This design comes from an exercise in tuning for a short achievable clock period on the open sky130 flow, not from production work.
The RTL was checked by simulation tests, not by an equivalence proof against the original design.
Power figures rest on the tool's default switching activity, not on a simulated workload.

[config.mk]
export PLATFORM = sky130hd
export DESIGN_NAME = mips_core
export DESIGN_NICKNAME = mips_core
export VERILOG_FILES = /design/flow/design.v
export SDC_FILE = /design/flow/constraint.sdc
export NUM_CORES = 4
export LEC_CHECK = 0
export CAP_MARGIN = 20
export CORE_MARGIN = 2
export CORE_UTILIZATION = 40
export SLEW_MARGIN = 20
[constraint.sdc]
create_clock -name core_clock -period 12.5 [get_ports {clk}]
set_input_delay 2.5000 -clock core_clock [delete_from_list [all_inputs] [get_ports {clk}]]
set_output_delay 2.5000 -clock core_clock [all_outputs]
set_load 0.01 [all_outputs]
[design.v]
module mips_core(
	input         clk,
	input         reset,
	output [31:0] imem_addr,
	input  [31:0] imem_rdata,
	output [31:0] dmem_addr,
	output [31:0] dmem_wdata,
	output        dmem_we,
	output        dmem_re,
	input  [31:0] dmem_rdata
	);
	reg [31:0] pc;
	reg [31:0] pc_id;
	reg [31:0] ins;
	reg [31:1] rs_oh, rt_oh;      
	reg        wt_a, wt_b;        
	reg [31:0] a_x;               
	reg [31:0] b_x;               
	reg [31:0] s_x;               
	reg [4:0]  sh_x;
	reg        op_add, op_sub, op_or, op_and, op_lui, op_sll, op_srl, op_sra, op_slt;
	reg [4:0]  rwn_x, rt_x;
	reg        rw_x, mr_x, mw_x, br_x;
	reg [1:0]  d2r_x;
	reg [31:0] alu_m, st_m;
	reg [4:0]  rwn_m;
	reg        rw_m, mr_m, mw_m;
	reg [1:0]  d2r_m;
	reg [31:0] wnm_w;             
	reg [31:0] mem_w;             
	reg        selm_w, nznm_w;
	reg [4:0]  rwn_w;
	reg        rw_w;
	reg [31:0] gpr [1:31];
	wire [31:0] wd = selm_w ? mem_w : wnm_w;
	wire        wd_nz = selm_w ? (|mem_w) : nznm_w;
	wire [5:0] op = ins[31:26];
	wire [5:0] fn = ins[5:0];
	wire [4:0] rs = ins[25:21];
	wire [4:0] rt = ins[20:16];
	wire [4:0] rd = ins[15:11];
	wire [15:0] imm = ins[15:0];
	wire rtype  = (op == 6'b000000);
	wire i_addu = rtype & (fn == 6'b100001);
	wire i_subu = rtype & (fn == 6'b100011);
	wire i_add  = rtype & (fn == 6'b100000);
	wire i_sub  = rtype & (fn == 6'b100010);
	wire i_or   = rtype & (fn == 6'b100101);
	wire i_and  = rtype & (fn == 6'b100100);
	wire i_sll  = rtype & (fn == 6'b000000);
	wire i_srl  = rtype & (fn == 6'b000010);
	wire i_sra  = rtype & (fn == 6'b000011);
	wire i_jr   = rtype & (fn == 6'b001000);
	wire i_slt  = rtype & (fn == 6'b101010);
	wire i_addi = (op == 6'b001000);
	wire i_slti = (op == 6'b001010);
	wire i_ori  = (op == 6'b001101);
	wire i_lui  = (op == 6'b001111);
	wire i_beq  = (op == 6'b000100);
	wire i_bne  = (op == 6'b000101);
	wire i_j    = (op == 6'b000010);
	wire i_jal  = (op == 6'b000011);
	wire i_lw   = (op == 6'b100011);
	wire i_sw   = (op == 6'b101011);
	wire r_alu   = i_addu | i_subu | i_add | i_sub | i_or | i_and | i_sll | i_srl | i_sra | i_slt;
	wire c_rw    = r_alu | i_addi | i_slti | i_ori | i_lui | i_jal | i_lw;
	wire c_br    = i_jr | i_beq | i_bne | i_j | i_jal;
	wire [4:0] reg_rd = r_alu ? rd : (i_jal ? 5'd31 : rt);
	wire [1:0] c_d2r = {i_jal, i_lw};
	wire [31:0] sext = {{16{imm[15]}}, imm};
	wire [31:0] zext = {16'b0, imm};
	reg [31:0] ga, gb;
	integer k;
	always @(*) begin
		ga = 32'b0; gb = 32'b0;
		for (k = 1; k < 32; k = k + 1) begin
			ga = ga | ({32{rs_oh[k]}} & gpr[k]);
			gb = gb | ({32{rt_oh[k]}} & gpr[k]);
		end
	end
	wire [31:0] outa = (wt_a & wd_nz) ? wd : ga;
	wire [31:0] outb = (wt_b & wd_nz) ? wd : gb;
	wire stall = (mr_x & ((rt_x == rs) | (rt_x == rt))) |
	             (rw_x & br_x & ((rwn_x == rs) | (rwn_x == rt)));
	wire fa_ex = rw_m & (rwn_x != 5'd0) & (rwn_x == rs);
	wire fb_ex = ~fa_ex & rw_m & (rwn_x != 5'd0) & (rwn_x == rt);
	wire fa_wb = ~fa_ex & ~fb_ex & rw_w & (rwn_m != 5'd0) & (rwn_m == rs);
	wire fb_wb = ~fa_ex & ~fb_ex & ~fa_wb & rw_w & (rwn_m != 5'd0) & (rwn_m == rt);
	wire [31:0] alu_out;
	wire [31:0] cx = (fa_ex | fa_wb) ? outb : outa;
	wire [31:0] cy = (fa_ex | fb_ex) ? alu_out : ((fa_wb | fb_wb) ? wd : outb);
	wire eq = (cx == cy);
	wire take = ~stall & ((i_beq & eq) | (i_bne & ~eq));
	wire flush = take | (~stall & (i_j | i_jal | i_jr));
	wire [31:0] pc4 = pc + 32'd4;
	wire [31:0] btgt = pc_id + 32'd4 + {sext[29:0], 2'b00};
	wire [31:0] npc_nb = stall ? pc :
	                     (i_j | i_jal) ? {pc4[31:28], ins[25:0], 2'b00} :
	                     i_jr ? outa : pc4;
	wire [31:0] npc = take ? btgt : npc_nb;
	wire ma = rw_x & (rwn_x != 5'd0) & (rwn_x == rs);
	wire mb = rw_x & (rwn_x != 5'd0) & (rwn_x == rt);
	wire wa = rw_m & (rwn_m != 5'd0) & (rwn_m == rs);
	wire wb = rw_m & (rwn_m != 5'd0) & (rwn_m == rt);
	wire [31:0] pcm4 = pc_id - 32'd4;
	wire [31:0] wnm_n = (d2r_m == 2'b00) ? alu_m : ((d2r_m == 2'b10) ? pcm4 : 32'b0);
	wire [31:0] wd_n = (d2r_m == 2'b01) ? dmem_rdata : wnm_n;
	wire [31:0] a_n = ma ? alu_out : ((~mb & wa) ? wd_n : outa);
	wire [31:0] s_n = (~ma & mb) ? alu_out : ((~ma & ~mb & ~wa & wb) ? wd_n : outb);
	wire [31:0] b_n = (i_lw | i_sw | i_addi | i_slti) ? sext : ((i_ori | i_lui) ? zext : s_n);
	reg [31:0] alu_r;
	always @(*) begin
		alu_r = 32'b0;
		if (op_add) alu_r = a_x + b_x;
		if (op_sub) alu_r = a_x - b_x;
		if (op_or)  alu_r = a_x | b_x;
		if (op_and) alu_r = a_x & b_x;
		if (op_lui) alu_r = {b_x[15:0], 16'b0};
		if (op_sll) alu_r = b_x << sh_x;
		if (op_srl) alu_r = b_x >> sh_x;
		if (op_sra) alu_r = $signed(b_x) >>> sh_x;
		if (op_slt) alu_r = {31'b0, $signed(a_x) < $signed(b_x)};
	end
	assign alu_out = alu_r;
	assign imem_addr  = pc;
	assign dmem_addr  = alu_m;
	assign dmem_wdata = st_m;
	assign dmem_we    = mw_m;
	assign dmem_re    = mr_m;
	wire [4:0] nrs = imem_rdata[25:21];
	wire [4:0] nrt = imem_rdata[20:16];
	wire [31:1] nrs_oh, nrt_oh;
	genvar d;
	generate
		for (d = 1; d < 32; d = d + 1) begin : dec
			assign nrs_oh[d] = (nrs == d);
			assign nrt_oh[d] = (nrt == d);
		end
	endgenerate
	always @(posedge clk or posedge reset) begin
		if (reset) begin
			pc <= 32'h00003000;
			pc_id <= 32'b0;
			ins <= 32'b0;
			rs_oh <= 31'b0;
			rt_oh <= 31'b0;
			wt_a <= 1'b0;
			wt_b <= 1'b0;
		end else begin
			pc <= npc;
			pc_id <= pc;
			ins <= flush ? 32'b0 : imem_rdata;
			rs_oh <= ~{31{flush}} & nrs_oh;
			rt_oh <= ~{31{flush}} & nrt_oh;
			wt_a <= ~flush & (nrs != 5'd0) & (nrs == rwn_m);
			wt_b <= ~flush & (nrt != 5'd0) & (nrt == rwn_m);
		end
	end
	always @(posedge clk or posedge reset) begin
		if (reset) begin
			a_x <= 32'b0; b_x <= 32'b0; s_x <= 32'b0; sh_x <= 5'b0;
			op_add <= 1'b0; op_sub <= 1'b0; op_or <= 1'b0; op_and <= 1'b0; op_lui <= 1'b0;
			op_sll <= 1'b0; op_srl <= 1'b0; op_sra <= 1'b0; op_slt <= 1'b0;
			rwn_x <= 5'b0; rt_x <= 5'b0;
			rw_x <= 1'b0; mr_x <= 1'b0; mw_x <= 1'b0; br_x <= 1'b0;
			d2r_x <= 2'b0;
		end else begin
			a_x <= a_n; b_x <= b_n; s_x <= s_n;
			sh_x <= (i_sll | i_srl | i_sra) ? ins[10:6] : 5'b0;
			op_add <= i_addu | i_add | i_addi | i_lw | i_sw;
			op_sub <= i_subu | i_sub;
			op_or  <= i_or | i_ori;
			op_and <= i_and;
			op_lui <= i_lui;
			op_sll <= i_sll;
			op_srl <= i_srl;
			op_sra <= i_sra;
			op_slt <= i_slt | i_slti;
			rwn_x <= reg_rd; rt_x <= rt;
			rw_x <= c_rw & ~stall;
			mr_x <= i_lw & ~stall;
			mw_x <= i_sw & ~stall;
			br_x <= c_br;
			d2r_x <= c_d2r;
		end
	end
	always @(posedge clk or posedge reset) begin
		if (reset) begin
			alu_m <= 32'b0; st_m <= 32'b0; rwn_m <= 5'b0;
			rw_m <= 1'b0; mr_m <= 1'b0; mw_m <= 1'b0; d2r_m <= 2'b0;
		end else begin
			alu_m <= alu_out; st_m <= s_x; rwn_m <= rwn_x;
			rw_m <= rw_x; mr_m <= mr_x; mw_m <= mw_x; d2r_m <= d2r_x;
		end
	end
	always @(posedge clk or posedge reset) begin
		if (reset) begin
			wnm_w <= 32'b0; mem_w <= 32'b0; selm_w <= 1'b0; nznm_w <= 1'b0;
			rwn_w <= 5'b0; rw_w <= 1'b0;
		end else begin
			wnm_w <= wnm_n; mem_w <= dmem_rdata; selm_w <= (d2r_m == 2'b01);
			nznm_w <= |wnm_n;
			rwn_w <= rwn_m; rw_w <= rw_m;
		end
	end
	genvar g;
	generate
		for (g = 1; g < 32; g = g + 1) begin : regs
			always @(posedge clk or posedge reset) begin
				if (reset)
					gpr[g] <= 32'b0;
				else if (rw_w && rwn_w == g)
					gpr[g] <= wd;
			end
		end
	endgenerate
endmodule
[run.sh]
#!/bin/bash
# synth_recipe.tcl (not shown) runs the flow's synth.tcl, then flattens the netlist and writes it again
# the make line also repeats each setting of config.mk as NAME=value (left out here)
make -C /OpenROAD-flow-scripts/flow DESIGN_CONFIG=/design/flow/config.mk WORK_HOME=/design/flow/orfs CLKGATE_MAP_FILE= SYNTH_SCRIPT=/design/flow/synth_recipe.tcl finish
==> notes.md <==
## metal layers
metal / up-vias / global-route usage / wire length (microns)
met5: - / 0.0100 / 558
met4: 44 / 0.292 / 38500
met3: 2299 / 0.162 / 59100
met2: 6810 / 0.580 / 169000
met1: 38300 / 0.518 / 152000
li1: 31200 / - / -
## state kept, by name, summed over array words and instances, names as in the netlist, 5 cells and up
| name | count |
|---|---|
| a_x | 32 |
| alu_m | 32 |
| b_x | 32 |
| gpr | 992 |
| ins | 32 |
| mem_w | 32 |
| pc | 32 |
| pc_id | 32 |
| rs_oh | 31 |
| rt_oh | 31 |
| rt_x | 5 |
| rwn_m | 5 |
| rwn_w | 5 |
| rwn_x | 5 |
| s_x | 32 |
| sh_x | 5 |
| st_m | 32 |
| wnm_w | 32 |
## cell type report
| cell class | instances | area (sq um) | share of cell area |
|---|---|---|---|
| multi-input cells | 6214 | 39000 | 0.443 |
| flip-flops and latches | 1424 | 35700 | 0.406 |
| clock buffers | 220 | 4600 | 0.0523 |
| repair buffers | 430 | 3800 | 0.0432 |
| well taps | 2526 | 3160 | 0.0359 |
| clock inverters | 73 | 1080 | 0.0122 |
| inverters | 148 | 559 | 0.00636 |
| diodes | 35 | 87.6 | 0.000996 |
## worst max-delay path, delay by kind of cell (launching register included)
family                 cells  cell delay, ns
AOI/OAI and AO/OA          6            2.53
buffers and inverters      3            1.84
DFF                        1            0.81
muxes                      1            0.30
and+or+nand+nor            5            2.82
## power groups by stage
stage | clock, mW | combinational, mW | sequential (mW)
final | 5.12 | 3.71 | 5.94
after global routing | 5.33 | 3.93 | 5.98
after CTS | 5.14 | 3.56 | 5.90
after detailed placement | 0 | 3.54 | 5.97
after global placement | 0 | 3.48 | 5.96
after floorplan | 0 | 2.19 | 5.73
## stage by stage
stage	cell area, sq um	utilization	power (mW)
after CTS	87700	0.456	14.6
after global placement	82000	0.426	9.45
after global routing	87900	0.457	15.2
after detailed placement	82100	0.427	9.51
after floorplan	77300	-	7.92
final	88000	0.457	14.8
## cell usage after synthesis, types with 52 or more instances
| cell type | number |
|---|---|
| a211oi_1 | 69 |
| a21oi_1 | 776 |
| a221oi_1 | 161 |
| a222oi_1 | 65 |
| a22o_1 | 140 |
| a22oi_1 | 649 |
| a31oi_1 | 52 |
| buf_1 | 72 |
| clkbuf_1 | 636 |
| dfrtp_1 | 1422 |
| ha_1 | 155 |
| inv_1 | 144 |
| mux2i_1 | 103 |
| mux4_2 | 62 |
| nand2_1 | 947 |
| nand3_1 | 162 |
| nand4_1 | 165 |
| nor2_1 | 873 |
| nor3_1 | 159 |
| o21ai_0 | 711 |
| xnor2_1 | 108 |
| xor2_1 | 53 |
## worst min path at each step
stage | startpoint | end | cells past startpoint
global route | s_x[30] | st_m[30] | 0
detailed placement | d2r_x[0] | d2r_m[0] | 0
finish | s_x[23] | st_m[23] | 0
CTS | s_x[23] | st_m[23] | 0
floorplan | d2r_x[0] | d2r_m[0] | 0
global placement | s_x[24] | st_m[24] | 0
## logic make-up (layout without fill, tap and decap cells)
logic type | count (synthesis) | after routing | share of synthesized area
adders and majority gates | 158 | 158 | 0.0259
DFF | 1424 | 1424 | 0.461
and+or+nand+nor | 2650 | 2650 | 0.155
other | 0 | 35 | 0
buffers and inverters | 897 | 871 | 0.0450
xor gates and xnor gates | 161 | 161 | 0.0182
muxes | 214 | 214 | 0.0387
AOI/OAI and AO/OA | 3031 | 3031 | 0.256
==> impl_results.md <==
- Clock network power share: 0.347
- CTS sink count: 1424
- Setup repair after global routing missed its margin: false
- Max IR drop VDD: 0.000120 V
- Reg-to-reg setup timing slack: 3.87 ns
- DIE WIDTH: 444 microns
- Leading cell type in the layout, fill and taps excluded: dfrtp_1
- Share of the synthesized area in the top cell type: 0.460
- Vias in the first global route: 72800
- Number of buffers inserted by port buffering: 163
- DRT antenna net count: 0
- Power per Cell Area: 168 nW/um^2
- Highest-delay cell along the critical path: nor4b_1
- Start-to-end type of the worst setup path: flop to flop
- Pleak: 37.1 nW
- Number of distinct library cells after synthesis: 96
- Final setup margin: 3.87 ns
- Total DRC errors in the routed layout: 0
- Top cell by count, worst path: buf_4
- Sum of overflow across all layers after global routing: 0
- Number of buffers added to fix hold violations after cts: 0
- Pre-CTS setup slack: 4.15 ns
- Die Outline Area: 197000 sq um
- Layout Skew: 0.0745 ns
- Max Clk Rate: 116 MHz
- Yosys reg bits: 1424
- Total Neg Setup Slack: 0 ns
- Average wire per cell in the routed design: 37.8 microns
- Worst endpoint data arrival time: 9.33 ns
- Total of warnings raised by yosys: 2
- Synth top area cells: dfrtp_1 (46%), a22oi_1 (6.3%), a21oi_1 (5.0%)
- Number of instances in the placed design: 10700
- Fraction of final layout cells with drive strength greater than 1: 0.103
- Worst reg2reg path startpoint: selm_w
- Total via count in the routed design: 78600
- Overall routing resource usage: 0.414
- Clock transition time at the flip-flop clock pins of the worst setup and hold paths: 0.06 ns
- First-pass detailed-route iteration total: 15
- Power share of the combinational group: 0.251
- Required time worst endpoint: 13.19 ns
- End of the worst register-to-register path: rt_oh[6]
- Pins over their slew limit: 0
- Worst Max-Slew Pin Slew: 1.29 ns
- Initial antenna violation count: 45
- Clock period minus final worst setup slack: 8.63 ns
- Largest stage delay on the critical path: 1.00 ns
- Starting Density: 0.402
- TritonCTS Buffers: 161
- Total wirelength of the detailed-routed design: 419000 microns
- Total half-perimeter wirelength after legalization and detailed placement: 275000 microns
- CTS tree: yes
- Switching part of the total power: 0.358
- Mean number of vias per cell: 7.10
- Area of the core: 192000 sq um
- Design internal power: 9.48 mW
- Kind of start point of the critical path: flop
- Buffer cell driving the clock tree root: clkbuf_16
- Commonest register cell after synthesis: dfrtp_1
- List of cells traversed by the critical path: buf_4 -> o21a_1 -> o31a_2 -> buf_4 -> mux2i_4 -> o221ai_2 -> a21oi_1 -> nor4b_1 -> o221a_2 -> nand4_1 -> or4b_1 -> nor3_4 -> o21a_4 -> buf_4 -> nor3_1
- Post-synth net total: 8759
- Synth area leader: dfrtp_1
- Filler cell count in the final layout: 18400
- Number of maximum-capacitance constraint violations: 0
- Total Nets Final: 8603
- Total of cells resized after clock tree synthesis: 0
- Number of failing hold endpoints at the final stage: 0
- Maximum root-to-sink buffer count: 3
- Post-Synthesis Cells: 8535
- Worst reg-to-reg path cell count: 15
- Placer congestion estimate: 1.06
- Cell area after synthesis: 77300 sq um
- Std-Cell Rows: 161
- Post CTS Setup Buffer Count: 0
- Depth of the CTS H-tree: 4
- Path type of the worst min-delay path: flop to flop
- Height of the die: 444 microns
- Share of total power in sequential cells: 0.402
- Detailed Route Iter0 Violations: 13400
- Most used cells in the layout excluding fill and tap cells: dfrtp_1 (1353), nand2_1 (939), nor2_1 (857), a21oi_1 (774), o21ai_0 (702)
- Hold Slack: 0.346 ns
- Portion of the clock cycle consumed by the worst path in the final layout: 0.691
- Per-instance average area after synthesis: 9.06 sq um
- Insertion delay of the later-clocked pin in the worst-skew pair: 0.87 ns
- Sequential share of the synthesized area: 0.461
- Final count of negative-setup-slack endpoints: 0
- Share of synthesized registers carrying an async set or reset: 1.00
- Max_slew headroom: 0.129
- Layout-stage area growth over the synthesis result: 13.8%
- Worst setup path startpoint: selm_w
- Status: timing/DRC/antenna clean
- Timing endpoint of the critical path: rt_oh[6]
- Global-route wire length before repair: 579000 microns
- Switching pwr: 5.29 mW
- Final cell count without fillers: 11100
- Maximum net fanout on the critical path: 74
- Pin count of the biggest net entering global routing: 164
- Kind of capture point of the worst setup path: flop
- Post-synth EDFFs: 0
- Top-level port count: 164

what the ideal ports hide:
The results above use ideal ports. As a check the final layout listed here was re-extracted and re-timed, cells and wires unchanged.
Step 1 assumes that a clkbuf_16 drives the clock port and a buf_2 every other input.
Step 2, shift: input delay + t, output delay - t, t = (earliest + latest rising clock arrival at the registers) / 2. This alone moves slack from input paths to output paths.
Slacks: ideal ports / drivers / drivers and shift; pairs: ideal ports / drivers.
t (ns): 0.936
setup WS [ns]: 3.866 / 3.866 / 3.866
slew at the worst register clock pin (ns): 0.08 / 0.08
After both steps this run still meets setup and hold. The setup slack of this run moves by 0.000 ns with the drivers and by 0.000 ns with both steps.
